This design comes from an exercise in tuning for small area, a short achievable clock period and few clock cycles on the open sky130 flow, not from production work. RTL that was checked went through simulation tests only; none was proved equivalent to the original. Only the layout flow was run in run 7; the RTL was not checked for function there.

==> design.v <==
`timescale 1ns / 1ps
module cordic_core(input clk, input rst, input start, input [3:0] func, input [15:0] op1, input [15:0] op2,
    output busy, output done, output [31:0] result);
    reg busy_r, done_r;
    reg prep, first;
    reg [1:0] pst;
    reg [3:0] f;
    reg m_cir, m_asn, m_acs, m_hro, m_hve;
    reg [3:0] cnt;
    reg signed [15:0] x, y, t;
    reg [15:0] z;
    reg r16, rhi;
    reg lt, zsg, ypos;
    assign busy = busy_r;
    assign done = done_r;
    assign result = {{15{rhi}}, r16, z};
    wire circular = (f[3:1] == 3'd0) | (f[3:1] == 3'd1);
    wire m_ln = f[3];
    wire m_hrot = (f == 4'd4) | (f == 4'd5) | (f == 4'd6);
    reg [15:0] rom;
    always @(*)
    begin
        if(circular)
            case(cnt)
                4'd0: rom = 16'b0011001001000011;
                4'd1: rom = 16'b0001110110101100;
                4'd2: rom = 16'b0000111110101101;
                4'd3: rom = 16'b0000011111110101;
                4'd4: rom = 16'b0000001111111110;
                4'd5: rom = 16'b0000000111111111;
                4'd6: rom = 16'b0000000011111111;
                4'd7: rom = 16'b0000000001111111;
                4'd8: rom = 16'b0000000000111111;
                4'd9: rom = 16'b0000000000011111;
                4'd10: rom = 16'b0000000000001111;
                4'd11: rom = 16'b0000000000000111;
                4'd12: rom = 16'b0000000000000011;
                4'd13: rom = 16'b0000000000000001;
                default: rom = 16'd0;
            endcase
        else if(m_ln)
            case(cnt)
                4'd1: rom = 16'b0100011001001110;
                4'd2: rom = 16'b0010000010110000;
                4'd3: rom = 16'b0001000000010100;
                4'd4: rom = 16'b0000100000000010;
                4'd5: rom = 16'b0000010000000000;
                4'd6: rom = 16'b0000001000000000;
                4'd7: rom = 16'b0000000100000000;
                4'd8: rom = 16'b0000000010000000;
                4'd9: rom = 16'b0000000001000000;
                4'd10: rom = 16'b0000000000100000;
                4'd11: rom = 16'b0000000000010000;
                4'd12: rom = 16'b0000000000001000;
                4'd13: rom = 16'b0000000000000100;
                4'd14: rom = 16'b0000000000000010;
                default: rom = 16'd0;
            endcase
        else
            case(cnt)
                4'd1: rom = 16'b0010001100100111;
                4'd2: rom = 16'b0001000001011000;
                4'd3: rom = 16'b0000100000001010;
                4'd4: rom = 16'b0000010000000001;
                4'd5: rom = 16'b0000001000000000;
                4'd6: rom = 16'b0000000100000000;
                4'd7: rom = 16'b0000000010000000;
                4'd8: rom = 16'b0000000001000000;
                4'd9: rom = 16'b0000000000100000;
                4'd10: rom = 16'b0000000000010000;
                4'd11: rom = 16'b0000000000001000;
                4'd12: rom = 16'b0000000000000100;
                4'd13: rom = 16'b0000000000000010;
                4'd14: rom = 16'b0000000000000001;
                default: rom = 16'd0;
            endcase
    end
    wire d0 = ~t[15] & (t != 16'd0);
    wire mc = ({x[1:0], 4'd0} < x[5:0]);
    wire pp1 = (pst == 2'd2);
    wire sub_x = (m_cir & y[15]) | (m_asn & lt) | (m_acs & lt) | (m_hro & zsg) | (m_hve & ypos) | pp1;
    wire sub_y = (m_cir & ~y[15]) | (m_asn & ~lt) | (m_acs & ~lt) | (m_hro & zsg) | (m_hve & ypos);
    wire sub_z = (m_cir & y[15]) | (m_asn & ~lt) | (m_acs & lt) | (m_hro & ~zsg) | (m_hve & ~ypos);
    wire cin_x = pp1 ? ~mc : sub_x;
    wire signed [15:0] xs = x >>> cnt;
    wire signed [15:0] ys = y >>> cnt;
    wire [16:0] zs = first ? {1'b0, (m_hrot ? t : 16'h0000)} : {r16, z};
    wire [15:0] yb = xs ^ {16{sub_y}};
    wire [16:0] xn = {x[15], x} + ({ys[15], ys} ^ {17{sub_x}}) + {16'd0, cin_x};
    wire [15:0] yn = y + yb + {15'd0, sub_y};
    wire [16:0] zn = zs + ({1'b0, rom} ^ {17{sub_z}}) + {16'd0, sub_z};
    wire [15:0] zk = {y[14:0] | yb[14:0], sub_y};
    wire yn_zero = &(~(y ^ yb ^ zk));
    wire ypos_next = ~yn[15] & ~yn_zero;
    wire [16:0] ca = {y[15], y};
    wire [16:0] cb = {xs[15], xs} ^ {17{~lt}};
    wire [16:0] cc = ~{t[15], t};
    wire [16:0] cs_s = ca ^ cb ^ cc;
    wire [16:0] cs_c = (ca & cb) | (ca & cc) | (cb & cc);
    wire [17:0] cs_v = {cs_s, 1'b1} + {cs_c[15:0], 1'b1, ~lt};
    wire lt_next = cs_v[17];
    wire lt_first = d0 ? (t > 16'sh26DD) : (t > -16'sh26DD);
    wire [15:0] yprep = {x[15:14] - 2'b01, x[13:0]};
    wire last = (f == 4'd0 || f[3:1] == 3'd1) ? (cnt == 4'd13) :
                ((f == 4'd7 || m_ln) ? (cnt == 4'd14) : (cnt == 4'd15));
    always @(posedge clk)
    begin
        if(rst)
        begin
            busy_r <= 0;
            done_r <= 0;
            prep <= 0;
            first <= 0;
            pst <= 0;
        end
        else if(!busy_r)
        begin
            x <= op1;
            y <= op2;
            t <= op1;
            f <= func;
            m_cir <= (func[3:1] == 3'd0);
            m_acs <= (func[3:1] == 3'd1) & ~func[0];
            m_asn <= (func[3:1] == 3'd1) & func[0];
            m_hro <= (func[3:1] == 3'd2) | (func[3:0] == 4'd6);
            m_hve <= (func[3:0] == 4'd7) | func[3];
            zsg <= op1[15];
            ypos <= ~op2[15] & (op2 != 16'd0);
            cnt <= {3'd0, func[3] | func[2]};
            if(start)
            begin
                busy_r <= 1;
                done_r <= 0;
                prep <= func[3];
                first <= 1;
                pst <= 0;
            end
        end
        else if(prep)
        begin
            x <= {x[15:14] + 2'b01, x[13:0]};
            y <= yprep;
            ypos <= ~yprep[15] & (yprep != 16'd0);
            prep <= 0;
        end
        else if(pst == 2'd1)
        begin
            y <= x;
            cnt <= 4'd6;
            pst <= 2'd2;
        end
        else if(pst == 2'd2)
        begin
            x <= xn[15:0];
            cnt <= 4'd2;
            pst <= 2'd3;
        end
        else if(pst == 2'd3)
        begin
            pst <= 0;
            busy_r <= 0;
            done_r <= 1;
            r16 <= xn[16];
            if(f == 4'd1)
            begin
                z <= xn[16:1];
                rhi <= xn[16];
            end
            else
            begin
                z <= xn[15:0];
                rhi <= 0;
            end
        end
        else
        begin
            first <= 0;
            cnt <= cnt + 4'd1;
            lt <= first ? lt_first : lt_next;
            zsg <= zn[15];
            ypos <= ypos_next;
            r16 <= m_ln & zn[16];
            rhi <= 0;
            if(first && (m_asn || m_acs))
            begin
                x <= 16'h26DD;
                y <= d0 ? 16'h26DD : -16'sh26DD;
                if(m_acs)
                    z <= d0 ? 16'h6487 - 16'h3243 : 16'h6487 + 16'h3243;
                else
                    z <= d0 ? 16'h3243 : -16'sh3243;
            end
            else
            begin
                if(first && m_hro)
                begin
                    if(f == 4'd5)
                    begin
                        x <= zsg ? -16'sh2800 : 16'sh2800;
                        y <= 16'h5000;
                    end
                    else
                    begin
                        x <= 16'h5000;
                        y <= zsg ? -16'sh2800 : 16'sh2800;
                    end
                end
                else
                begin
                    x <= xn[15:0];
                    y <= yn;
                end
                z <= zn[15:0];
            end
            if(last)
            begin
                if(f == 4'd1 || f == 4'd6)
                begin
                    m_cir <= 0;
                    m_hro <= 0;
                    pst <= (f == 4'd1) ? 2'd1 : 2'd3;
                end
                else
                begin
                    busy_r <= 0;
                    done_r <= 1;
                end
                if(f == 4'd4 || f == 4'd5)
                    z <= xn[15:0];
            end
        end
    end
endmodule
==> flow/run.sh <==
#!/bin/bash
# Standard synthesis, then the standard layout with repair_timing aiming for a larger setup margin.
set -euo pipefail
bash standard.sh synth > flow_synth.log 2>&1
bash standard.sh SETUP_SLACK_MARGIN=8.5 TNS_END_PERCENT=0 finish > flow_layout.log 2>&1
==> standard.sh <==
#!/bin/bash
# synth_recipe.tcl (not shown) runs the flow's synth.tcl, then flattens the netlist and writes it again
# the make line also repeats each setting of config.mk as NAME=value (left out here)
make -C /OpenROAD-flow-scripts/flow DESIGN_CONFIG=/design/flow/config.mk WORK_HOME=/design/flow/orfs CLKGATE_MAP_FILE= SYNTH_SCRIPT=/design/flow/synth_recipe.tcl "${@:-finish}"
==> config.mk <==
export PLATFORM = sky130hd
export DESIGN_NAME = cordic_core
export DESIGN_NICKNAME = cordic_core
export VERILOG_FILES = /design/flow/design.v
export SDC_FILE = /design/flow/constraint.sdc
export NUM_CORES = 4
export LEC_CHECK = 0
export ABC_AREA = 1
export CAP_MARGIN = 20
export CORE_MARGIN = 2
export CORE_UTILIZATION = 40
export SLEW_MARGIN = 20
==> constraint.sdc <==
create_clock -name core_clock -period 12.0 [get_ports {clk}]
set_input_delay 2.4000 -clock core_clock [delete_from_list [all_inputs] [get_ports {clk}]]
set_output_delay 2.4000 -clock core_clock [all_outputs]
set_load 0.01 [all_outputs]
==> flow_summary.yaml, run 1 <==
floorplan:
  dieArea_um2: 28840
  core-area_um2: 26950
  rows: 60
  io_pins: 73
  start_util: 0.4081
  fp.dieH_um: 169.8
  die_w_um: 169.8
global_route:
  overflow: 0
  track_usage: 0.3126
  grt_pass1_wl_um: 66240
  grt_pass1_vias: 10550
  grt_antenna_before_repair: 0
  grt_max_degree: 46
critical_path:
  critical_path_buf_inv_count: 4
  end_kind: "flip-flop"
  cp.arrival_ps: 4250
  worstPathMaxFanout: 25
  cp_top_family: "compound AO/OA/AOI/OAI gates"
  crit_slowest_cell: "fa_1"
  crit_path_start_kind: "flip-flop"
  worstPathRequired_ps: 12240
  critPathMostFrequentCell: "nand2_1"
  worstPathCellList: "buf_12 > inv_6 > nand2_4 > inv_2 > a22oi_1 > inv_1 > o221ai_1 > xor2_1 > fa_1 > nand3b_1 > a21oi_1 > nor2_1 > o21ai_1 > nand2_1 > nand2_1 > a21oi_2 > o21ai_0 > o21ai_0 > o21ai_0 > nand2_1 > nand2_1"
  critPathMaxStageDelay_ps: 430
  critPathKind: "reg -> reg"
worst_hold_path:
  min_path_type: "reg -> reg"
detailed_routing:
  drtAntennaViolNets: 0
  detail_route.first_pass.iterations: 6
  route.detailed.drc: 0
  drtIter0Drc: 1344
  routed_wl_um: 45170
  vias: 11400
  avgViaCountPerCell: 5.842
  wl_per_cell_um: 23.14
finish:
  syn_to_final_growth_pct: 17.30
  drive_gt1_frac: 0.1092
  layout.nets: 1759
  layout_commonest_cell: "nand2_1"
  final_cell_mix: "359 x nand2_1, 176 x inv_1, 112 x a21oi_1"
  antenna_cells: 0
sta:
  finalHoldViolations: 0
  min_period_over_period: 0.3338
  setup_viol: 0
  rsz0062_at_grt: "yes"
  slew_violations: 0
  finalCriticalPeriod_ps: 4006
  worst_pin_slew_ps: 976.4
  slew_headroom: 0.3467
  tns_ps: 0
  max_freq_mhz: 249.7
  finClkSkew_ps: 8.514
synthesis:
  synthFlopType: "edfxtp_1"
  synth-edff-count: 82
  avgSynthCellArea_um2: 7.087
  synth-seq-cells: 88
  ys_async_sr_fraction: 0
  synth_area_um2: 11000
  yosysSeqAreaShare: 0.2348
  ys_types: 59
  synth_warnings: 1
  syn_inst: 1552
  synth_nets: 1705
cts:
  h-tree-depth: 3
  clock-root-buffer: "clkbuf_16"
  clk_path_buf_depth: 2
  cts_buffers: 9
  clk_pin_slew_ps: 70
  insertion_delay_ps: 370
  cts.sinks: 88
  tritoncts: "done"
run:
  maxCapViolCount: 0
place:
  port_buffers: 72
  gp_congestion: 0.9458
  post-dp-hpwl_um: 35960
run_status:
  status: "finished clean"
Yosys cell counts (4+ instances only):
master    count  area [um2]
o221ai_1     15       131.4
nand2_4       5       56.30
a221oi_1      7       61.31
buf_6         4       45.04
nand3_1      69       345.3
a31oi_1      11       68.82
nor2_1       97       364.1
or2_2         4       25.02
edfxtp_1     82        2462
inv_1       178       668.1
dfxtp_1       6       120.1
xnor2_1      30       262.8
a21oi_1     118       590.6
nor4_1        8       50.05
inv_2        13       48.80
nand3_2       9       90.09
o21ai_1      15       75.07
a21o_1        6       45.04
nand2_1     362        1359
nand4_1       7       43.79
o31ai_1      17       127.6
nand2_2      17       106.4
nor2_2        5       31.28
fa_1         20       400.4
buf_1         5       18.77
a22o_1        7       61.31
clkbuf_1     30       112.6
o22ai_1      14       87.58
buf_4        18       135.1
xor2_1       62       543.0
buf_2        15       75.07
o211ai_1     23       172.7
ha_1         94        1176
o21ai_0     121       605.6
nor3_1       17       85.08
area by class of cell:
type / instances / area, um2
Fill cell: 2756 / 14050
Multi-Input combinational cell: 1196 / 7594
Sequential cell: 88 / 2585
Timing Repair Buffer: 115 / 1217
Inverter: 196 / 753.2
Tap cell: 341 / 426.7
Clock buffer: 10 / 229.0
Clock inverter: 6 / 97.59
kinds of logic after synthesis:
group	synth area share
AOI/OAI and AO/OA	0.2049
xor gates and xnor gates	0.07326
adders and majority gates	0.1433
buffers and inverters	0.1025
DFF	0.2348
muxes	0.002730
and+or+nand+nor	0.2385
per-layer routing:
metal,global-route usage,wire length [um],part of all wire,vias to the layer above
li1,-,-,-,5361
met1,0.4416,19590,0.43,5360
met2,0.4795,19850,0.44,596
met3,0.04419,3941,0.087,86
met4,0.1293,1791,0.040,0
met5,0,0,0,-
stage by stage:
step	setup slack [ps]	std cells	util	hold WS [ps]	area [um2]
3_3_place_gp	7368	1904	0.4415	527.0	11900
4_1_cts	8080	1944	0.4744	532.7	12790
5_1_grt	7795	1952	0.4787	595.1	12900
6_report	7994	1952	0.4787	545.5	12900
3_5_place_dp	7303	1904	0.4415	511.3	11900
2_1_floorplan	8308	1552	-	524.9	11090
worst reg2reg max path, cell delays in order (launching register included):
cell and delay (ps):
edfxtp_1 420, buf_12 190, inv_6 200, nand2_4 160, inv_2 250, a22oi_1 130, inv_1 110, o221ai_1 150
xor2_1 210, fa_1 430, nand3b_1 200, a21oi_1 160, nor2_1 70, o21ai_1 160, nand2_1 110, nand2_1 90
a21oi_2 70, o21ai_0 240, o21ai_0 130, o21ai_0 270, nand2_1 80, nand2_1 60
flip-flops by register name (all words and copies together), names as in the netlist, 2 cells and up:
register  count
z            16
f             4
x            16
pst           2
cnt           4
t            16
y            16
worst paths after layout:
check / from / endpoint / slack [ps] / cells after the start
max: cnt[2] / z[12] / 7990 / 21
min: done_r / done_r / 550 / 2
max reg2reg: cnt[2] / z[12] / 7990 / 21
min reg2reg: done_r / done_r / 550 / 2
repair_timing:
action	CTS	global route
resized for setup	83	17
cloned	4	0
pin swaps	15	10
setup buffers	20	8
setup endpoints to repair	169	139
hold buffers	0	0
Testbench counts, summed over its fixed seeds: cycles 77,452.
==> run 2: changes to the inputs <==
==> run.sh (new file) <==
#!/bin/bash
# synth_recipe.tcl (not shown) runs the flow's synth.tcl, then flattens the netlist and writes it again
# the make line also repeats each setting of config.mk as NAME=value (left out here)
make -C /OpenROAD-flow-scripts/flow DESIGN_CONFIG=/design/flow/config.mk WORK_HOME=/design/flow/orfs CLKGATE_MAP_FILE= SYNTH_SCRIPT=/design/flow/synth_recipe.tcl finish
removed: flow/run.sh
removed: standard.sh
==> flow_summary.yaml, run 2 <==
run_status:
  status: "finished clean"
sta:
  worst_pin_slew_ps: 1160
  tns_ps: 0
  setup_viol: 0
  rsz0062_at_grt: "no"
  finalCriticalPeriod_ps: 4913
  slew_headroom: 0.2069
  min_period_over_period: 0.4094
  finalHoldViolations: 0
  max_freq_mhz: 203.5
  slew_violations: 0
  finClkSkew_ps: 11.91
floorplan:
  dieArea_um2: 28840
  io_pins: 73
  core-area_um2: 26950
  die_w_um: 169.8
  fp.dieH_um: 169.8
  start_util: 0.4081
  rows: 60
critical_path:
  worst-path-stages: 24
  critical_path_buf_inv_count: 3
  worstPathCellList: "buf_4 > inv_4 > nand2_1 > nand3_1 > o21ai_0 > nand2_1 > o21ai_0 > nand2_1 > nand2_1 > xor2_1 > inv_1 > ha_1 > nand2_1 > nor2_1 > nor2_1 > nor2_1 > a2111oi_0 > nand3_1 > nand3_1 > nand2_1 > nand2_1 > nand2_1 > nand2_1 > nand2_1"
  critPathKind: "reg -> reg"
  reg2reg_depth: 24
  ff2ff_setup_slack_ps: 7090
  worstReg2RegStart: "cnt[0]"
  critical_path.startpoint: "cnt[0]"
  end_kind: "flip-flop"
  worstPathMaxFanout: 51
  cp_top_family: "simple AND/OR/NAND/NOR gates"
  critPathMaxStageDelay_ps: 910
  r2r_end: "y[15]"
  critPathMostFrequentCell: "nand2_1"
  cp.arrival_ps: 5040
  endpoint: "y[15]"
  worstPathRequired_ps: 12120
  crit_path_start_kind: "flip-flop"
  crit_slowest_cell: "a2111oi_0"
global_route:
  grt_max_degree: 52
  grt_pass1_vias: 10480
  overflow: 0
  grt_pass1_wl_um: 64370
  track_usage: 0.2995
  grt_antenna_before_repair: 0
cts:
  clk_pin_slew_ps: 70
  insertion_delay_ps: 360
  postCtsSetupRepairBufs: 0
  cts_buffers: 9
  tritoncts: "done"
  cts_resized: 0
  cts.sinks: 88
  cts_hold_buffers: 0
  h-tree-depth: 3
  clk_path_buf_depth: 2
  clock-root-buffer: "clkbuf_16"
place:
  port_buffers: 72
  post-dp-hpwl_um: 35350
  placed_cells: 1903
  dpl-instance-area_um2: 11840
  gp_congestion: 0.9441
synthesis:
  avgSynthCellArea_um2: 7.087
  synth_top_area_frac: 0.2239
  ys_async_sr_fraction: 0
  syn_inst: 1552
  synth-edff-count: 82
  synth_nets: 1705
  synth.most_common_cell: "nand2_1"
  ys_top_cells_by_count: "362 x nand2_1, 178 x inv_1, 121 x o21ai_0"
  synth-seq-cells: 88
  synthFlopType: "edfxtp_1"
  synth_area_um2: 11000
  synth_area_leaders: "edfxtp_1 22%, nand2_1 12%, ha_1 11%"
  ys_types: 59
  synth_warnings: 1
  synth_top_cell_by_area: "edfxtp_1"
  yosysSeqAreaShare: 0.2348
worst_hold_path:
  min_path_type: "reg -> reg"
detailed_routing:
  avgViaCountPerCell: 5.813
  routed_wl_um: 43150
  met3WireLength_um: 3756
  met2_length_um: 18820
  route.detailed.drc: 0
  vias: 11160
  wl_per_cell_um: 22.48
  drtAntennaViolNets: 0
  drtIter0Drc: 1358
  top_layer: "met4"
  m1WireLength_um: 19160
  detail_route.first_pass.iterations: 6
run:
  maxCapViolCount: 0
finish:
  antenna_cells: 0
  drive_gt1_frac: 0.05640
  layout.nets: 1726
  stdcell_count: 1919
  layout_commonest_cell: "nand2_1"
  fin_util: 0.4510
  syn_to_final_growth_pct: 10.51
  design_area_um2: 12160
  final_cell_mix: "362 x nand2_1, 178 x inv_1, 121 x o21ai_0"
## run 2: through the flow
step	setup slack [ps]	hold slack, ps
finish	7087	521.5
global route	6776	561.3
CTS	7191	518.6
detailed placement	7196	501.0
global placement	7333	505.4
floorplan	7981	524.9
## run 2: kinds of logic after synthesis
logic type	count (synthesis)	synth area share
simple gates	608	0.2385
xor+xnor	92	0.07326
fa+ha+maj	114	0.1433
mux	3	0.002730
flops	88	0.2348
compound gates	379	0.2049
buf+inv	268	0.1025
## run 2: how the worst min path moves through the flow
stage | start | end | slack [ps] | cells after the start
2_1_floorplan | done_r | done_r | 520 | 2
3_3_place_gp | done_r | done_r | 510 | 2
3_5_place_dp | done_r | done_r | 500 | 2
4_1_cts | done_r | done_r | 520 | 2
5_1_grt | done_r | done_r | 560 | 2
6_report | done_r | done_r | 520 | 2
## run 2: layout make-up
type                    count  area, um2
clock inverters             7      81.33
flip-flops and latches     88       2582
inverters                 196      740.7
fillers                  2800      14800
clock buffers               9      225.2
multi-input cells        1196       7303
well taps                 341      426.7
repair buffers             82      795.8
## run 2: routing by layer
metal | track usage | up-vias
met4 | 0.09253 | 0
met5 | 0 | -
met3 | 0.04977 | 73
met1 | 0.4256 | 5244
li1 | - | 5287
met2 | 0.4653 | 551
## run 2: worst reg2reg max path: stages (launching register included)
cell and delay, ps:
edfxtp_1 500, buf_4 460, inv_4 200, nand2_1 120, nand3_1 60, o21ai_0 150
nand2_1 80, o21ai_0 150, nand2_1 90, nand2_1 140, xor2_1 260, inv_1 70
ha_1 390, nand2_1 190, nor2_1 70, nor2_1 170, nor2_1 70, a2111oi_0 910
nand3_1 200, nand3_1 140, nand2_1 60, nand2_1 50, nand2_1 40, nand2_1 60
nand2_1 50
==> run 3: changes to the inputs <==
--- a/design.v
+++ b/design.v
@@ -11,5 +11,5 @@
     reg [15:0] z;
     reg r16, rhi;
-    reg lt, zsg, ypos;
+    reg zsg;
     assign busy = busy_r;
     assign done = done_r;
@@ -77,4 +77,6 @@
     end
     wire d0 = ~t[15] & (t != 16'd0);
+    wire lt = (y < t);
+    wire ypos = ~y[15] & (y != 16'd0);
     wire mc = ({x[1:0], 4'd0} < x[5:0]);
     wire pp1 = (pst == 2'd2);
@@ -90,15 +92,4 @@
     wire [15:0] yn = y + yb + {15'd0, sub_y};
     wire [16:0] zn = zs + ({1'b0, rom} ^ {17{sub_z}}) + {16'd0, sub_z};
-    wire [15:0] zk = {y[14:0] | yb[14:0], sub_y};
-    wire yn_zero = &(~(y ^ yb ^ zk));
-    wire ypos_next = ~yn[15] & ~yn_zero;
-    wire [16:0] ca = {y[15], y};
-    wire [16:0] cb = {xs[15], xs} ^ {17{~lt}};
-    wire [16:0] cc = ~{t[15], t};
-    wire [16:0] cs_s = ca ^ cb ^ cc;
-    wire [16:0] cs_c = (ca & cb) | (ca & cc) | (cb & cc);
-    wire [17:0] cs_v = {cs_s, 1'b1} + {cs_c[15:0], 1'b1, ~lt};
-    wire lt_next = cs_v[17];
-    wire lt_first = d0 ? (t > 16'sh26DD) : (t > -16'sh26DD);
     wire [15:0] yprep = {x[15:14] - 2'b01, x[13:0]};
     wire last = (f == 4'd0 || f[3:1] == 3'd1) ? (cnt == 4'd13) :
@@ -126,5 +117,4 @@
             m_hve <= (func[3:0] == 4'd7) | func[3];
             zsg <= op1[15];
-            ypos <= ~op2[15] & (op2 != 16'd0);
             cnt <= {3'd0, func[3] | func[2]};
             if(start)
@@ -141,5 +131,4 @@
             x <= {x[15:14] + 2'b01, x[13:0]};
             y <= yprep;
-            ypos <= ~yprep[15] & (yprep != 16'd0);
             prep <= 0;
         end
@@ -177,7 +166,5 @@
             first <= 0;
             cnt <= cnt + 4'd1;
-            lt <= first ? lt_first : lt_next;
             zsg <= zn[15];
-            ypos <= ypos_next;
             r16 <= m_ln & zn[16];
             rhi <= 0;
==> flow/run.sh (new file) <==
#!/bin/bash
# Standard synthesis, then the standard layout with repair_timing aiming for a larger setup margin.
set -euo pipefail
bash standard.sh synth > flow_synth.log 2>&1
bash standard.sh SETUP_SLACK_MARGIN=8.5 TNS_END_PERCENT=0 finish > flow_layout.log 2>&1
==> standard.sh (new file) <==
#!/bin/bash
# synth_recipe.tcl (not shown) runs the flow's synth.tcl, then flattens the netlist and writes it again
# the make line also repeats each setting of config.mk as NAME=value (left out here)
make -C /OpenROAD-flow-scripts/flow DESIGN_CONFIG=/design/flow/config.mk WORK_HOME=/design/flow/orfs CLKGATE_MAP_FILE= SYNTH_SCRIPT=/design/flow/synth_recipe.tcl "${@:-finish}"
removed: run.sh
==> flow_summary.yaml, run 3 <==
run_status:
  status: "finished clean"
sta:
  max_freq_mhz: 231.3
  min_period_over_period: 0.3603
  finClkSkew_ps: 8.816
  rsz0062_at_grt: "yes"
  finalCriticalPeriod_ps: 4324
  worst_pin_slew_ps: 769.7
  setup_ws_ps: 7676
  slew_violations: 0
  finalHoldViolations: 0
  tns_ps: 0
  setup_viol: 0
  slew_headroom: 0.4863
cts:
  cts_buffers: 9
  h-tree-depth: 3
  insertion_delay_ps: 360
  clock-root-buffer: "clkbuf_16"
  tritoncts: "done"
  clk_path_buf_depth: 2
  cts.sinks: 86
  clk_pin_slew_ps: 70
worst_hold_path:
  min_path_type: "reg -> reg"
critical_path:
  crit_slowest_cell: "edfxtp_1"
  critPathMaxStageDelay_ps: 390
  end_kind: "flip-flop"
  worstPathRequired_ps: 12100
  critPathMostFrequentCell: "buf_4"
  worstPathCellList: "buf_4 > buf_4 > nor4_2 > nand3_1 > nand3_1 > nand2_1 > nor2_4 > nand2_8 > xnor2_4 > fa_2 > fa_2 > a21oi_2 > o21bai_2 > a21o_1 > buf_4 > buf_4 > xor2_2 > o21ai_0 > nand2_1 > o21ai_0"
  cp.arrival_ps: 4420
  critPathKind: "reg -> reg"
  crit_path_start_kind: "flip-flop"
  worstPathMaxFanout: 5
synthesis:
  ys_top_cells_by_count: "354 x nand2_1, 154 x o21ai_0, 145 x inv_1"
  synth-edff-count: 80
  synth_top_area_frac: 0.2476
  avgSynthCellArea_um2: 6.920
  synth_nets: 1523
  ys_async_sr_fraction: 0
  yosysSeqAreaShare: 0.2600
  synth_area_um2: 9702
  ys_types: 60
  synth-seq-cells: 86
  synth_warnings: 1
  synth_top_cell_by_area: "edfxtp_1"
  synthFlopType: "edfxtp_1"
  synth.most_common_cell: "nand2_1"
  synth_area_leaders: "edfxtp_1 25%, nand2_1 14%, ha_1 10%"
  syn_inst: 1402
place:
  placed_cells: 1744
  post-dp-hpwl_um: 29350
  gp_congestion: 0.9754
  post-place-ws_ps: 7200
  port_buffers: 72
finish:
  layout_commonest_cell: "nand2_1"
  layout.nets: 1615
  stdcell_count: 1818
  seq_area_um2: 2522
  nFillCells: 2340
  syn_to_final_growth_pct: 23.64
  final_cell_mix: "342 x nand2_1, 141 x o21ai_0, 140 x inv_1"
  drive_gt1_frac: 0.1454
  antenna_cells: 0
  multiInputGateArea_um2: 6893
global_route:
  track_usage: 0.2986
  grt_pass1_wl_um: 59120
  grt_pass1_vias: 10050
  grt_max_degree: 50
  grt_antenna_before_repair: 0
  overflow: 0
detailed_routing:
  drtIter0Drc: 1115
  avgViaCountPerCell: 5.829
  wl_per_cell_um: 21.49
  detail_route.first_pass.iterations: 6
  route.detailed.drc: 0
  drtAntennaViolNets: 0
  vias: 10600
  routed_wl_um: 39070
floorplan:
  core-area_um2: 23610
  fp.dieH_um: 159.7
  dieArea_um2: 25520
  rows: 56
  start_util: 0.4109
  io_pins: 73
  die_w_um: 159.7
run:
  maxCapViolCount: 0
[run 3: cell types whose count changed after synthesis, moves of 7 or more]
cell / change
inv_1: -33
nand3_1: +12
o21ai_0: +33
o22ai_1: -8
nor3_1: -7
fa_1: -16
buf_2: -9
o211ai_1: -9
nand2_1: -8
xor2_1: -26
nand2_2: -8
o21ai_1: -11
o31ai_1: -16
ha_1: -16
[run 3: logic make-up after synthesis]
logic type	after synthesis	share of synthesized area
compound gates	361	0.2143
buf+inv	221	0.09724
mux	4	0.004127
xor+xnor	67	0.06048
simple gates	581	0.2550
fa+ha+maj	82	0.1088
flops	86	0.2600
[run 3: path summary, 6_finish.rpt]
kind / startpoint / to / slack [ps] / cells after the start
setup reg to reg: y[9] / z[8] / 7680 / 20
hold / removal: done_r / done_r / 470 / 2
hold reg to reg: done_r / done_r / 470 / 2
setup / recovery: y[9] / z[8] / 7680 / 20
[run 3: routing by layer]
metal / share of wire / wire, um / GRT usage / vias to the layer above
met5: 0 / 0 / 0 / -
met4: 0.029 / 1134 / 0.09008 / 0
met3: 0.084 / 3275 / 0.02649 / 65
met2: 0.46 / 18030 / 0.4835 / 547
met1: 0.43 / 16630 / 0.4228 / 5040
li1: - / - / - / 4946
[run 3: metrics by stage]
| step | utilization | hold WS (ps) | area [um2] |
|---|---|---|---|
| after CTS | 0.4846 | 477.0 | 11440 |
| final | 0.5080 | 468.5 | 12000 |
| after global placement | 0.4489 | 454.8 | 10600 |
| after global routing | 0.5080 | 485.7 | 12000 |
| after detailed placement | 0.4489 | 465.6 | 10600 |
| after floorplan | - | 475.7 | 9727 |
[run 3: area by class of cell]
cell class,instances,share of cell area
flip-flops and latches,86,0.2103
multi-input cells,1096,0.5746
inverters,158,0.05048
clock buffers,11,0.02107
clock inverters,5,0.003442
well taps,319,0.03327
repair buffers,143,0.1068
[run 3: timing repair]
action	4_1_cts	5_1_grt
setup endpoints to repair	154	155
hold buffers	0	0
resized for setup	50	73
cloned	1	0
buffers inserted	39	18
pin swaps	22	35
[run 3: critical path: cells and delay by family, from the launching register on]
| kind | cells | cell delay, ps |
|---|---|---|
| simple gates | 7 | 1190 |
| xor+xnor | 2 | 490 |
| compound gates | 5 | 680 |
| flops | 1 | 390 |
| buf+inv | 4 | 560 |
| fa+ha+maj | 2 | 750 |
Testbench counts of run 3, summed over its fixed seeds: cycles 77,452.
==> run 4: changes to the inputs <==
==> run.sh (new file) <==
#!/bin/bash
# synth_recipe.tcl (not shown) runs the flow's synth.tcl, then flattens the netlist and writes it again
# the make line also repeats each setting of config.mk as NAME=value (left out here)
make -C /OpenROAD-flow-scripts/flow DESIGN_CONFIG=/design/flow/config.mk WORK_HOME=/design/flow/orfs CLKGATE_MAP_FILE= SYNTH_SCRIPT=/design/flow/synth_recipe.tcl finish
removed: flow/run.sh
removed: standard.sh
==> flow_summary.yaml, run 4 <==
run_status:
  status: "finished clean"
critical_path:
  crit_slowest_cell: "edfxtp_1"
  ff2ff_setup_slack_ps: 6650
  critPathMostFrequentCell: "nand2_1"
  critPathMaxStageDelay_ps: 570
  critPathKind: "reg -> reg"
  critical_path_buf_inv_count: 2
  cp_top_family: "simple AND/OR/NAND/NOR gates"
  end_kind: "flip-flop"
  r2r_end: "z[15]"
  worstPathMaxFanout: 16
  crit_path_start_kind: "flip-flop"
  worst-path-stages: 26
  cp.arrival_ps: 5470
  reg2reg_depth: 26
  worstReg2RegStart: "y[15]"
  worstPathRequired_ps: 12120
finish:
  nFillCells: 2496
  drive_gt1_frac: 0.04931
  layout.nets: 1556
  final_cell_mix: "354 x nand2_1, 154 x o21ai_0, 145 x inv_1"
  fin_util: 0.4604
  layout_commonest_cell: "nand2_1"
  antenna_cells: 0
  syn_to_final_growth_pct: 12.05
  seq_area_um2: 2522
  multiInputGateArea_um2: 6238
sta:
  max_freq_mhz: 186.9
  slew_violations: 0
  worst_pin_slew_ps: 1026
  finalCriticalPeriod_ps: 5352
  tns_ps: 0
  slew_headroom: 0.3133
  finClkSkew_ps: 10.51
  finalHoldViolations: 0
  min_period_over_period: 0.4460
  rsz0062_at_grt: "no"
  setup_viol: 0
global_route:
  grt_antenna_before_repair: 0
  overflow: 0
  grt_max_degree: 50
  grt_pass1_vias: 9464
  track_usage: 0.2950
  grt_pass1_wl_um: 57530
cts:
  clk_path_buf_depth: 2
  cts_buffers: 9
  cts.sinks: 86
  clock-root-buffer: "clkbuf_16"
  insertion_delay_ps: 360
  tritoncts: "done"
  h-tree-depth: 3
  postCtsSetupRepairBufs: 0
  cts_resized: 0
  cts_hold_buffers: 0
  clk_pin_slew_ps: 80
detailed_routing:
  vias: 10180
  met2_length_um: 17050
  routed_wl_um: 38340
  met3WireLength_um: 3020
  detail_route.first_pass.iterations: 8
  route.detailed.drc: 0
  drtAntennaViolNets: 0
  wl_per_cell_um: 21.80
  m1WireLength_um: 17220
  top_layer: "met4"
  avgViaCountPerCell: 5.788
  drtIter0Drc: 1087
synthesis:
  ys_top_cells_by_count: "354 x nand2_1, 154 x o21ai_0, 145 x inv_1"
  synthFlopType: "edfxtp_1"
  synth_area_um2: 9702
  synth.most_common_cell: "nand2_1"
  avgSynthCellArea_um2: 6.920
  synth_nets: 1523
  yosysSeqAreaShare: 0.2600
  synth-seq-cells: 86
  ys_async_sr_fraction: 0
  synth_area_leaders: "edfxtp_1 25%, nand2_1 14%, ha_1 10%"
  syn_inst: 1402
  synth_top_area_frac: 0.2476
  synth_top_cell_by_area: "edfxtp_1"
  synth_warnings: 1
  synth-edff-count: 80
  ys_types: 60
run:
  maxCapViolCount: 0
place:
  port_buffers: 72
  gp_congestion: 0.9823
  post-dp-hpwl_um: 30430
worst_hold_path:
  hold_path_end: "done_r"
  holdPathStages: 2
  min_path_type: "reg -> reg"
  min_from: "done_r"
floorplan:
  start_util: 0.4109
  rows: 56
  dieArea_um2: 25520
  die_w_um: 159.7
  core-area_um2: 23610
  fp.dieH_um: 159.7
  io_pins: 73
==> run 4: changes by cell type in the layout (fill, tap and decap cells not counted), moves of 6 or more <==
cell | previous run | this run
nand2_1 | 342 | 354
o21ai_1 | 14 | 4
a21oi_1 | 104 | 115
ha_4 | 10 | 0
ha_1 | 67 | 78
xnor2_2 | 9 | 0
xnor2_1 | 17 | 31
nand2_2 | 16 | 9
a21oi_2 | 12 | 1
o21ai_0 | 141 | 154
xor2_2 | 6 | 0
buf_4 | 66 | 13
xor2_1 | 28 | 36
==> run 4: cells by family after synthesis <==
logic type               Yosys count  synth area share
adder cells (fa/ha/maj)           82            0.1088
buffers and inverters            221           0.09724
flip-flops                        86            0.2600
AND/OR/NAND/NOR                  581            0.2550
XOR/XNOR                          67           0.06048
multiplexers                       4          0.004127
AO/OA/AOI/OAI                    361            0.2143
==> run 4: worst max path at each step <==
| stage | startpoint | to |
|---|---|---|
| 5_1_grt | y[15] | z[15] |
| 3_3_place_gp | y[15] | z[15] |
| 4_1_cts | y[15] | z[15] |
| 6_report | y[15] | z[15] |
| 2_1_floorplan | y[9] | z[14] |
| 3_5_place_dp | y[15] | z[15] |
==> run 4: per-layer routing <==
metal,global-route usage,vias to the layer above
li1,-,4850
met1,0.4280,4776
met2,0.4636,489
met3,0.02701,66
met4,0.09091,0
met5,0,-
==> run 4: worst reg2reg max path: cells and delay by family, from the launching register on <==
kind	cells	cell delay, ps
and+or+nand+nor	14	1940
DFF	1	570
buffers and inverters	2	140
adders and majority gates	3	930
xor gates and xnor gates	1	380
AOI/OAI and AO/OA	6	1190
==> run 4: area by class of cell <==
class	instances	area share
clock buffer	11	0.02337
clock inverter	5	0.003683
inverter	158	0.05502
multi-input combinational	1095	0.5739
sequential	86	0.2320
tap	319	0.03672
timing repair buffer	85	0.07528
==> run 4: stage by stage <==
stage | hold slack (ps) | cells | cell area (um2) | worst slack [ps]
after floorplan | 475.7 | 1402 | 9702 | 7759
after global placement | 471.7 | 1743 | 10580 | 6768
after detailed placement | 468.4 | 1743 | 10580 | 6768
after CTS | 481.9 | 1759 | 10870 | 6764
after global routing | 498.5 | 1759 | 10870 | 6181
final | 479.8 | 1759 | 10870 | 6648
==> run 5: changes to the inputs <==
==> flow/run.sh (new file) <==
#!/bin/bash
# Standard synthesis, then the standard layout with buf_4 port buffers and repair_timing
# aiming for a larger setup margin.
set -euo pipefail
bash standard.sh synth > flow_synth.log 2>&1
bash standard.sh SETUP_SLACK_MARGIN=8.5 TNS_END_PERCENT=0 "BUFFER_PORTS_ARGS=-buffer_cell sky130_fd_sc_hd__buf_4" finish > flow_layout.log 2>&1
==> standard.sh (new file) <==
#!/bin/bash
# synth_recipe.tcl (not shown) runs the flow's synth.tcl, then flattens the netlist and writes it again
# the make line also repeats each setting of config.mk as NAME=value (left out here)
make -C /OpenROAD-flow-scripts/flow DESIGN_CONFIG=/design/flow/config.mk WORK_HOME=/design/flow/orfs CLKGATE_MAP_FILE= SYNTH_SCRIPT=/design/flow/synth_recipe.tcl "${@:-finish}"
removed: run.sh
==> flow_summary.yaml, run 5 <==
run_status:
  status: "finished clean"
worst_hold_path:
  min_path_type: "reg -> reg"
  holdPathStages: 2
  min_from: "done_r"
detailed_routing:
  drtAntennaViolNets: 0
  routed_wl_um: 39820
  vias: 10580
  avgViaCountPerCell: 5.774
  wl_per_cell_um: 21.72
  route.detailed.drc: 0
  drtIter0Drc: 1173
  detail_route.first_pass.iterations: 8
finish:
  syn_to_final_growth_pct: 24.41
  antenna_cells: 0
  stdcell_count: 1833
  layout.nets: 1630
  final_cell_mix: "337 x nand2_1, 148 x buf_4, 138 x inv_1"
  layout_commonest_cell: "nand2_1"
  drive_gt1_frac: 0.2193
critical_path:
  worstPathCellList: "ha_4 > nand2_1 > inv_1 > o21ai_0 > nand2_1 > nor2_4 > nand2_4 > nand2_4 > nand2_4 > nand2_8 > nand2_8 > xnor2_2 > fa_2 > fa_2 > a21oi_4 > o21bai_4 > a21o_1 > nand2_1 > nand2_1 > a21oi_2 > xor2_2 > inv_2 > a21oi_2 > o22ai_1"
  worst-path-stages: 24
  crit_path_start_kind: "flip-flop"
  critPathMaxStageDelay_ps: 530
  critical_path.startpoint: "y[13]"
  worstPathMaxFanout: 7
  cp_top_family: "adder cells"
  critical_path_buf_inv_count: 2
  end_kind: "flip-flop"
  crit_slowest_cell: "edfxtp_1"
  worstPathRequired_ps: 12100
  critPathMostFrequentCell: "nand2_1"
  worstReg2RegStart: "y[13]"
  cp.arrival_ps: 4430
  reg2reg_depth: 24
  critPathKind: "reg -> reg"
cts:
  clk_path_buf_depth: 2
  clk_pin_slew_ps: 70
  tritoncts: "done"
  cts_hold_buffers: 0
  cts_buffers: 9
  insertion_delay_ps: 360
  h-tree-depth: 3
  cts.sinks: 86
  clock-root-buffer: "clkbuf_16"
sta:
  finClkSkew_ps: 10.31
  min_period_over_period: 0.3611
  slew_headroom: 0.4238
  slew_violations: 0
  max_freq_mhz: 230.8
  rsz0062_at_grt: "yes"
  setup_viol: 0
  setup_ws_ps: 7667
  finalHoldViolations: 0
  whs_ps: 482.5
  worst_pin_slew_ps: 863.1
  tns_ps: 0
  finalCriticalPeriod_ps: 4333
place:
  placed_cells: 1742
  post-place-ws_ps: 7220
  post-dp-hpwl_um: 29610
  gp_congestion: 0.9797
  port_buffers: 72
global_route:
  overflow: 0
  grt_antenna_before_repair: 0
  grt_max_degree: 50
  grt_pass1_vias: 9803
  track_usage: 0.2937
  grt_pass1_wl_um: 57540
run:
  maxCapViolCount: 0
floorplan:
  io_pins: 73
  fp.dieH_um: 159.7
  rows: 56
  dieArea_um2: 25520
  die_w_um: 159.7
  start_util: 0.4109
  core-area_um2: 23610
synthesis:
  synth-seq-cells: 86
  yosysSeqAreaShare: 0.2600
  synth_area_leaders: "edfxtp_1 25%, nand2_1 14%, ha_1 10%"
  synth_top_area_frac: 0.2476
  ys_top_cells_by_count: "354 x nand2_1, 154 x o21ai_0, 145 x inv_1"
  synth-edff-count: 80
  synthFlopType: "edfxtp_1"
  synth_top_cell_by_area: "edfxtp_1"
  ys_async_sr_fraction: 0
  ys_types: 60
  avgSynthCellArea_um2: 6.920
  synth_nets: 1523
  synth.most_common_cell: "nand2_1"
  syn_inst: 1402
  synth_area_um2: 9702
  synth_warnings: 1
## run 5: metal layers
layer  GRT usage  vias up  routed length, um
met3     0.04104       79               3489
met4     0.09215        0               1273
met2      0.4778      566              18230
met1      0.4038     4955              16830
met5           0        -                  0
li1            -     4983                  -
## run 5: final cells by class
cell class / instances / area, um2
repair buffers: 157 / 1266
inverters: 158 / 616.8
multi-input cells: 1097 / 6990
flip-flops and latches: 86 / 2522
clock inverters: 6 / 46.29
well taps: 319 / 399.1
clock buffers: 10 / 229.0
fillers: 2346 / 11540
## run 5: final timing paths
kind	slack (ps)	endpoint
setup / recovery	7670	z[10]
hold / removal	480	done_r
hold reg to reg	480	done_r
setup reg to reg	7670	z[10]
## run 5: cell families after synthesis
group,after synthesis,synth area share
XOR/XNOR,67,0.06048
AND/OR/NAND/NOR,581,0.2550
multiplexers,4,0.004127
flip-flops,86,0.2600
AO/OA/AOI/OAI,361,0.2143
buffers and inverters,221,0.09724
adder cells (fa/ha/maj),82,0.1088
## run 5: repair_timing
action                                  in CTS  in global routing
gates cloned                                 2                  2
setup buffers                               25                 46
pin swaps                                   17                 57
endpoints found under the setup margin      64                 65
gates resized for setup                     44                131
## run 5: metrics by stage
step	cell area (um2)	util
after floorplan	9727	-
after global placement	10400	0.4406
final	12070	0.5112
after detailed placement	10400	0.4406
after global routing	12070	0.5112
after CTS	11100	0.4700
## run 5: worst min-delay path, delay by kind of cell (launching register included)
family                 cells  cell delay, ps
buffers and inverters      1              50
DFF                        1             320
AOI/OAI and AO/OA          1              70
==> run 6: changes to the inputs <==
==> flow/run.sh (replaced) <==
#!/bin/bash
# Standard synthesis and floorplan, then the standard layout with buf_4 port buffers and
# repair_timing (after CTS and global routing) aiming for a larger setup margin.
set -euo pipefail
bash standard.sh synth > flow_synth.log 2>&1
bash standard.sh floorplan > flow_floorplan.log 2>&1
bash standard.sh SETUP_SLACK_MARGIN=8.0 TNS_END_PERCENT=0 "BUFFER_PORTS_ARGS=-buffer_cell sky130_fd_sc_hd__buf_4" finish > flow_layout.log 2>&1
==> flow_summary.yaml, run 6 <==
cts:
  cts.sinks: 86
  h-tree-depth: 3
  tritoncts: "done"
  clock-root-buffer: "clkbuf_16"
  cts_buffers: 9
  clk_path_buf_depth: 2
  insertion_delay_ps: 370
  clk_pin_slew_ps: 70
sta:
  tns_ps: 0
  finalCriticalPeriod_ps: 4248
  slew_violations: 0
  whs_ps: 496.6
  finalHoldViolations: 0
  max_freq_mhz: 235.4
  setup_ws_ps: 7752
  rsz0062_at_grt: "yes"
  min_period_over_period: 0.3540
  worst_pin_slew_ps: 1065
  slew_headroom: 0.2876
  finClkSkew_ps: 12.61
  setup_viol: 0
synthesis:
  synth_area_leaders: "edfxtp_1 25%, nand2_1 14%, ha_1 10%"
  synth_xor_area_frac: 0.06048
  synth_top_family_by_area: "simple AND/OR/NAND/NOR gates"
  ys_top_cells_by_count: "354 x nand2_1, 154 x o21ai_0, 145 x inv_1"
  synth_top_cell_by_area: "edfxtp_1"
  synth_nets: 1523
  synth.most_common_cell: "nand2_1"
  avgSynthCellArea_um2: 6.920
  synth-edff-count: 80
  ys_async_sr_fraction: 0
  synth-seq-cells: 86
  synth_top_area_frac: 0.2476
  synth_compound_area_frac: 0.2143
  synth_area_um2: 9702
  synth_warnings: 1
  yosysSeqAreaShare: 0.2600
  synthFlopType: "edfxtp_1"
  syn_inst: 1402
  synthAdderAreaFrac: 0.1088
  synth.area.mux_share: 0.004127
  ys_types: 60
  synthSimpleGateAreaFrac: 0.2550
detailed_routing:
  routed_wl_um: 38950
  met3WireLength_um: 3322
  avgViaCountPerCell: 5.798
  detail_route.first_pass.iterations: 8
  drtIter0Drc: 1274
  wl_per_cell_um: 21.64
  route.detailed.drc: 0
  drtAntennaViolNets: 0
  top_layer: "met4"
  m1WireLength_um: 16840
  met2_length_um: 17660
  vias: 10440
floorplan:
  fp.dieH_um: 159.7
  rows: 56
  core-area_um2: 23610
  die_w_um: 159.7
  io_pins: 73
  dieArea_um2: 25520
  start_util: 0.4109
critical_path:
  crit_path_start_kind: "flip-flop"
  cp.arrival_ps: 4350
  worstPathRequired_ps: 12100
  critical_path_buf_inv_count: 3
  crit_slowest_cell: "edfxtp_1"
  critPathKind: "reg -> reg"
  worstReg2RegStart: "t[14]"
  worstPathMaxFanout: 4
  end_kind: "flip-flop"
  cp_top_family: "adder cells"
  critical_path.startpoint: "t[14]"
  critPathMaxStageDelay_ps: 490
global_route:
  grt_antenna_before_repair: 0
  grt_max_degree: 50
  overflow: 0
  grt_pass1_vias: 9667
  track_usage: 0.2955
  grt_pass1_wl_um: 57980
finish:
  antenna_cells: 0
  fin_util: 0.4946
  syn_to_final_growth_pct: 20.38
  layout_commonest_cell: "nand2_1"
  drive_gt1_frac: 0.1850
  final_cell_mix: "340 x nand2_1, 141 x inv_1, 139 x o21ai_0"
  layout.nets: 1597
run_status:
  status: "finished clean"
worst_hold_path:
  min_path_type: "reg -> reg"
  min_from: "done_r"
place:
  post-place-ws_ps: 6780
  post-dp-hpwl_um: 29750
  gp_congestion: 0.9675
  port_buffers: 72
run:
  maxCapViolCount: 0
==> run 6: cell counts after synthesis <==
Identical to the previous run, type by type.
==> run 6: final cells by class <==
| class | instances | area [um2] |
|---|---|---|
| clock buffers | 10 | 229.0 |
| clock inverters | 6 | 47.55 |
| fillers | 2377 | 11930 |
| inverters | 158 | 615.6 |
| multi-input cells | 1097 | 6879 |
| flip-flops and latches | 86 | 2522 |
| well taps | 319 | 399.1 |
| repair buffers | 124 | 985.9 |
==> run 6: through the flow <==
stage | cell area [um2] | cells
2_1_floorplan | 9702 | 1402
3_3_place_gp | 10400 | 1743
3_5_place_dp | 10400 | 1743
4_1_cts | 11040 | 1780
5_1_grt | 11680 | 1800
6_report | 11680 | 1800
==> run 6: path summary, 6_finish.rpt <==
kind | to | slack, ps | cells after the start
worst max register to register | z[10] | 7750 | 25
worst min register to register | done_r | 500 | 2
worst max-delay path | z[10] | 7750 | 25
worst min-delay path | done_r | 500 | 2
==> run 6: worst reg2reg max path: cells and delay by family, from the launching register on <==
kind            cells  cell delay (ps)
xor+xnor            2              360
buf+inv             3              260
simple gates       10              930
flops               1              490
fa+ha+maj           3              990
compound gates      7              950
==> run 6: what timing repair did <==
| item | in CTS | in global routing |
|---|---|---|
| pin swaps | 9 | 37 |
| hold buffers | 0 | 0 |
| gates resized for setup | 48 | 91 |
| endpoints found under the setup margin | 45 | 39 |
| gates cloned | 1 | 2 |
| buffers inserted | 20 | 18 |
==> run 6: kinds of logic after synthesis <==
kind of cell,after synthesis
flops,86
buf+inv,221
xor+xnor,67
compound gates,361
fa+ha+maj,82
mux,4
simple gates,581
==> run 6: per-layer routing <==
layer,vias up,GRT usage
met3,86,0.03091
met1,4845,0.4185
li1,4907,-
met2,598,0.4748
met4,0,0.09008
met5,-,0
==> run 7: changes to the inputs <==
--- a/design.v
+++ b/design.v
@@ -11,5 +11,5 @@
     reg [15:0] z;
     reg r16, rhi;
-    reg zsg;
+    reg lt, zsg, ypos;
     assign busy = busy_r;
     assign done = done_r;
@@ -77,6 +77,4 @@
     end
     wire d0 = ~t[15] & (t != 16'd0);
-    wire lt = (y < t);
-    wire ypos = ~y[15] & (y != 16'd0);
     wire mc = ({x[1:0], 4'd0} < x[5:0]);
     wire pp1 = (pst == 2'd2);
@@ -89,7 +87,21 @@
     wire [16:0] zs = first ? {1'b0, (m_hrot ? t : 16'h0000)} : {r16, z};
     wire [15:0] yb = xs ^ {16{sub_y}};
-    wire [16:0] xn = {x[15], x} + ({ys[15], ys} ^ {17{sub_x}}) + {16'd0, cin_x};
-    wire [15:0] yn = y + yb + {15'd0, sub_y};
-    wire [16:0] zn = zs + ({1'b0, rom} ^ {17{sub_z}}) + {16'd0, sub_z};
+    wire [17:0] xn2 = {x[15], x, 1'b1} + {({ys[15], ys} ^ {17{sub_x}}), cin_x};
+    wire [16:0] yn2 = {y, 1'b1} + {yb, sub_y};
+    wire [17:0] zn2 = {zs, 1'b1} + {({1'b0, rom} ^ {17{sub_z}}), sub_z};
+    wire [16:0] xn = xn2[17:1];
+    wire [15:0] yn = yn2[16:1];
+    wire [16:0] zn = zn2[17:1];
+    wire [15:0] zk = {y[14:0] | yb[14:0], sub_y};
+    wire yn_zero = &(~(y ^ yb ^ zk));
+    wire ypos_next = ~yn[15] & ~yn_zero;
+    wire [16:0] ca = {y[15], y};
+    wire [16:0] cb = {xs[15], xs} ^ {17{~lt}};
+    wire [16:0] cc = ~{t[15], t};
+    wire [16:0] cs_s = ca ^ cb ^ cc;
+    wire [16:0] cs_c = (ca & cb) | (ca & cc) | (cb & cc);
+    wire [17:0] cs_v = {cs_s, 1'b1} + {cs_c[15:0], 1'b1, ~lt};
+    wire lt_next = cs_v[17];
+    wire lt_first = d0 ? (t > 16'sh26DD) : (t > -16'sh26DD);
     wire [15:0] yprep = {x[15:14] - 2'b01, x[13:0]};
     wire last = (f == 4'd0 || f[3:1] == 3'd1) ? (cnt == 4'd13) :
@@ -106,4 +118,45 @@
         end
         else if(!busy_r)
+        begin
+            if(start)
+            begin
+                busy_r <= 1;
+                done_r <= 0;
+                prep <= func[3];
+                first <= 1;
+                pst <= 0;
+            end
+        end
+        else if(prep)
+            prep <= 0;
+        else if(pst != 2'd0)
+        begin
+            pst <= pst + 2'd1;
+            if(pst == 2'd3)
+            begin
+                busy_r <= 0;
+                done_r <= 1;
+            end
+        end
+        else
+        begin
+            first <= 0;
+            if(last)
+            begin
+                if(f == 4'd1)
+                    pst <= 2'd1;
+                else if(f == 4'd6)
+                    pst <= 2'd3;
+                else
+                begin
+                    busy_r <= 0;
+                    done_r <= 1;
+                end
+            end
+        end
+    end
+    always @(posedge clk)
+    begin
+        if(!busy_r)
         begin
             x <= op1;
@@ -117,13 +170,6 @@
             m_hve <= (func[3:0] == 4'd7) | func[3];
             zsg <= op1[15];
+            ypos <= ~op2[15] & (op2 != 16'd0);
             cnt <= {3'd0, func[3] | func[2]};
-            if(start)
-            begin
-                busy_r <= 1;
-                done_r <= 0;
-                prep <= func[3];
-                first <= 1;
-                pst <= 0;
-            end
         end
         else if(prep)
@@ -131,5 +177,5 @@
             x <= {x[15:14] + 2'b01, x[13:0]};
             y <= yprep;
-            prep <= 0;
+            ypos <= ~yprep[15] & (yprep != 16'd0);
         end
         else if(pst == 2'd1)
@@ -137,5 +183,4 @@
             y <= x;
             cnt <= 4'd6;
-            pst <= 2'd2;
         end
         else if(pst == 2'd2)
@@ -143,11 +188,7 @@
             x <= xn[15:0];
             cnt <= 4'd2;
-            pst <= 2'd3;
         end
         else if(pst == 2'd3)
         begin
-            pst <= 0;
-            busy_r <= 0;
-            done_r <= 1;
             r16 <= xn[16];
             if(f == 4'd1)
@@ -164,7 +205,8 @@
         else
         begin
-            first <= 0;
             cnt <= cnt + 4'd1;
+            lt <= first ? lt_first : lt_next;
             zsg <= zn[15];
+            ypos <= ypos_next;
             r16 <= m_ln & zn[16];
             rhi <= 0;
@@ -206,10 +248,4 @@
                     m_cir <= 0;
                     m_hro <= 0;
-                    pst <= (f == 4'd1) ? 2'd1 : 2'd3;
-                end
-                else
-                begin
-                    busy_r <= 0;
-                    done_r <= 1;
                 end
                 if(f == 4'd4 || f == 4'd5)
==> flow/run.sh (replaced) <==
#!/bin/bash
# Standard synthesis, then the standard layout with repair_timing aiming for a larger setup margin.
set -euo pipefail
bash standard.sh synth > flow_synth.log 2>&1
bash standard.sh SETUP_SLACK_MARGIN=8.5 TNS_END_PERCENT=0 finish > flow_layout.log 2>&1
==> flow_summary.yaml, run 7 <==
cts:
  h-tree-depth: 3
  cts_buffers: 9
  clock-root-buffer: "clkbuf_16"
  clk_path_buf_depth: 2
  insertion_delay_ps: 370
  cts.sinks: 88
  clk_pin_slew_ps: 80
  tritoncts: "done"
finish:
  syn_to_final_growth_pct: 23.31
  nFillCells: 2795
  seq_area_um2: 2556
  final_cell_mix: "362 x nand2_1, 167 x inv_1, 107 x nor2_1"
  multiInputGateArea_um2: 8217
  layout_commonest_cell: "nand2_1"
  layout.nets: 1834
  drive_gt1_frac: 0.1657
worst_hold_path:
  min_path_type: "reg -> reg"
detailed_routing:
  routed_wl_um: 45480
  route.detailed.drc: 0
  drtAntennaViolNets: 0
  avgViaCountPerCell: 5.777
  vias: 11920
  detail_route.first_pass.iterations: 6
  wl_per_cell_um: 22.05
  drtIter0Drc: 1405
synthesis:
  synth_top_cell_by_area: "edfxtp_1"
  avgSynthCellArea_um2: 6.937
  synth.most_common_cell: "nand2_1"
  syn_inst: 1602
  synth_warnings: 1
  ys_top_cells_by_count: "385 x nand2_1, 174 x inv_1, 155 x o21ai_0"
  synth-seq-cells: 88
  synthFlopType: "edfxtp_1"
  yosysSeqAreaShare: 0.2297
  synth_top_area_frac: 0.2135
  synth-edff-count: 79
  synth_area_leaders: "edfxtp_1 21%, nand2_1 13%, ha_1 11%"
  synth_area_um2: 11110
  ys_types: 60
  ys_async_sr_fraction: 0
  synth_nets: 1757
critical_path:
  critPathKind: "reg -> reg"
  crit_path_start_kind: "flip-flop"
  cp.arrival_ps: 3970
  worstPathRequired_ps: 12070
  worstPathMaxFanout: 6
  end_kind: "flip-flop"
place:
  port_buffers: 72
  post-place-ws_ps: 7107
  gp_congestion: 0.9782
  post-dp-hpwl_um: 34900
sta:
  min_period_over_period: 0.3244
  slew_violations: 0
  finalHoldViolations: 0
  finClkSkew_ps: 14.34
  setup_viol: 0
  finalCriticalPeriod_ps: 3893
  worst_pin_slew_ps: 1122
  setup_ws_ps: 8107
  rsz0062_at_grt: "yes"
  tns_ps: 0
  max_freq_mhz: 256.8
  slew_headroom: 0.2495
floorplan:
  die_w_um: 170.7
  start_util: 0.4033
  io_pins: 73
  fp.dieH_um: 170.7
  dieArea_um2: 29130
  rows: 61
  core-area_um2: 27550
global_route:
  grt_pass1_vias: 11250
  grt_antenna_before_repair: 1
  overflow: 0
  track_usage: 0.3093
  grt_pass1_wl_um: 67500
  grt_max_degree: 39
run:
  maxCapViolCount: 0
run_status:
  status: "finished clean"
run 7: changes by cell type after synthesis, moves of 6 or more:
cell	before	now
ha_1	78	98
o31ai_1	1	7
clkbuf_1	29	42
o21ai_1	4	10
xor2_1	36	68
o211ai_1	14	21
inv_1	145	174
nand2_1	354	385
nand3_1	81	75
nor2_1	94	114
fa_1	4	18
nor3_1	10	22
run 7: cell type report:
| class | instances | area share |
|---|---|---|
| clock inverter | 7 | 0.005844 |
| sequential | 88 | 0.1865 |
| timing repair buffer | 144 | 0.1034 |
| tap | 378 | 0.03451 |
| multi-input combinational | 1252 | 0.5996 |
| inverter | 184 | 0.05351 |
| antenna | 1 | 0.0001826 |
| clock buffer | 9 | 0.01644 |
run 7: timing repair:
action                     4_1_cts  5_1_grt
setup buffers                   39       17
setup endpoints to repair       84      103
cloned                           4        1
pin swaps                       52       51
hold buffers                     0        0
resized for setup              154       83
run 7: worst max-delay path, stage by stage (launching register included):
cell,delay [ps]
edfxtp_1,450
buf_6,170
bufbuf_16,270
nand2_1,50
o21ai_1,110
o21ai_2,260
o21ai_2,110
a32oi_2,210
xor2_2,220
inv_1,70
ha_1,270
inv_1,60
nor3_2,190
nand2_1,100
o21ai_2,250
inv_1,80
o21ai_2,170
xnor2_2,150
buf_4,160
nand2_1,50
o211ai_1,80
o21ai_0,100
run 7: per-layer routing:
metal | GRT usage | up-vias | routed length [um]
li1 | - | 5537 | -
met5 | 0 | - | 0
met4 | 0.1475 | 0 | 2443
met2 | 0.4899 | 655 | 20350
met1 | 0.4200 | 5588 | 19030
met3 | 0.03655 | 137 | 3654
run 7: final timing paths:
check | startpoint | endpoint | slack, ps | depth (start not counted)
min reg2reg | done_r | done_r | 510 | 1
max | cnt[0] | z[9] | 8110 | 21
min | done_r | done_r | 510 | 1
max reg2reg | cnt[0] | z[9] | 8110 | 21
run 7: kinds of logic (layout without fill, tap and decap cells):
group                    after synthesis  count (layout)  synth area share
flip-flops                            88              88            0.2297
XOR/XNOR                              94              94           0.07408
buffers and inverters                262             344           0.09975
adder cells (fa/ha/maj)              116             116            0.1428
other                                  0               1                 0
multiplexers                           3               3          0.002702
AND/OR/NAND/NOR                      656             656            0.2520
AO/OA/AOI/OAI                        383             383            0.1991
run 7: stage by stage:
| stage | instance area, um2 | hold slack (ps) | std cells | util |
|---|---|---|---|---|
| after floorplan | 11190 | 538.5 | 1602 | - |
| after global placement | 12030 | 492.5 | 1985 | 0.4368 |
| after detailed placement | 12030 | 492.9 | 1985 | 0.4368 |
| after CTS | 13220 | 514.8 | 2044 | 0.4797 |
| after global routing | 13700 | 551.9 | 2062 | 0.4973 |
| final | 13700 | 510.0 | 2063 | 0.4973 |

-- port drivers added, routing unchanged --
No port has a modelled driver above. Below, the same layouts with a new extraction and two added sets of constraints. Step 1, drivers: a clkbuf_16 drives clk and a buf_2 each remaining input, both assumed. Step 2 times the ports against the registers' clock, not the clock port: input delays grow and output delays shrink by t, the midpoint of the rising clock arrivals with the driver on. a / b / c = ideal / step 1 / step 2; a / b = the first two.
| run | shift t [ns] | setup WS [ns] | worst hold slack (ns) | worst setup path after step 2 | worst data-port slew with drivers (ns) |
|---|---|---|---|---|---|
| run 1 | 0.411 | 7.994 / 7.994 / 7.894 | 0.545 / 0.545 / 0.545 | input to register | 0.05 |
| run 2 | 0.402 | 7.087 / 7.087 / 7.087 | 0.522 / 0.522 / 0.522 | register to register | 0.04 |
| run 3 | 0.406 | 7.676 / 7.676 / 7.676 | 0.469 / 0.469 / 0.469 | register to register | 0.04 |
| run 4 | 0.401 | 6.648 / 6.648 / 6.648 | 0.480 / 0.480 / 0.480 | register to register | 0.06 |
| run 5 | 0.401 | 7.667 / 7.667 / 7.667 | 0.482 / 0.482 / 0.482 | register to register | 0.05 |
| run 6 | 0.407 | 7.752 / 7.752 / 7.752 | 0.497 / 0.497 / 0.497 | register to register | 0.06 |
| run 7 | 0.407 | 8.107 / 8.107 / 8.107 | 0.510 / 0.510 / 0.510 | register to register | 0.04 |
After both steps setup and hold are still met in every run listed. For run 1, which loses most, drivers alone change the setup slack by 0.000 ns; drivers and shift together by -0.100 ns.
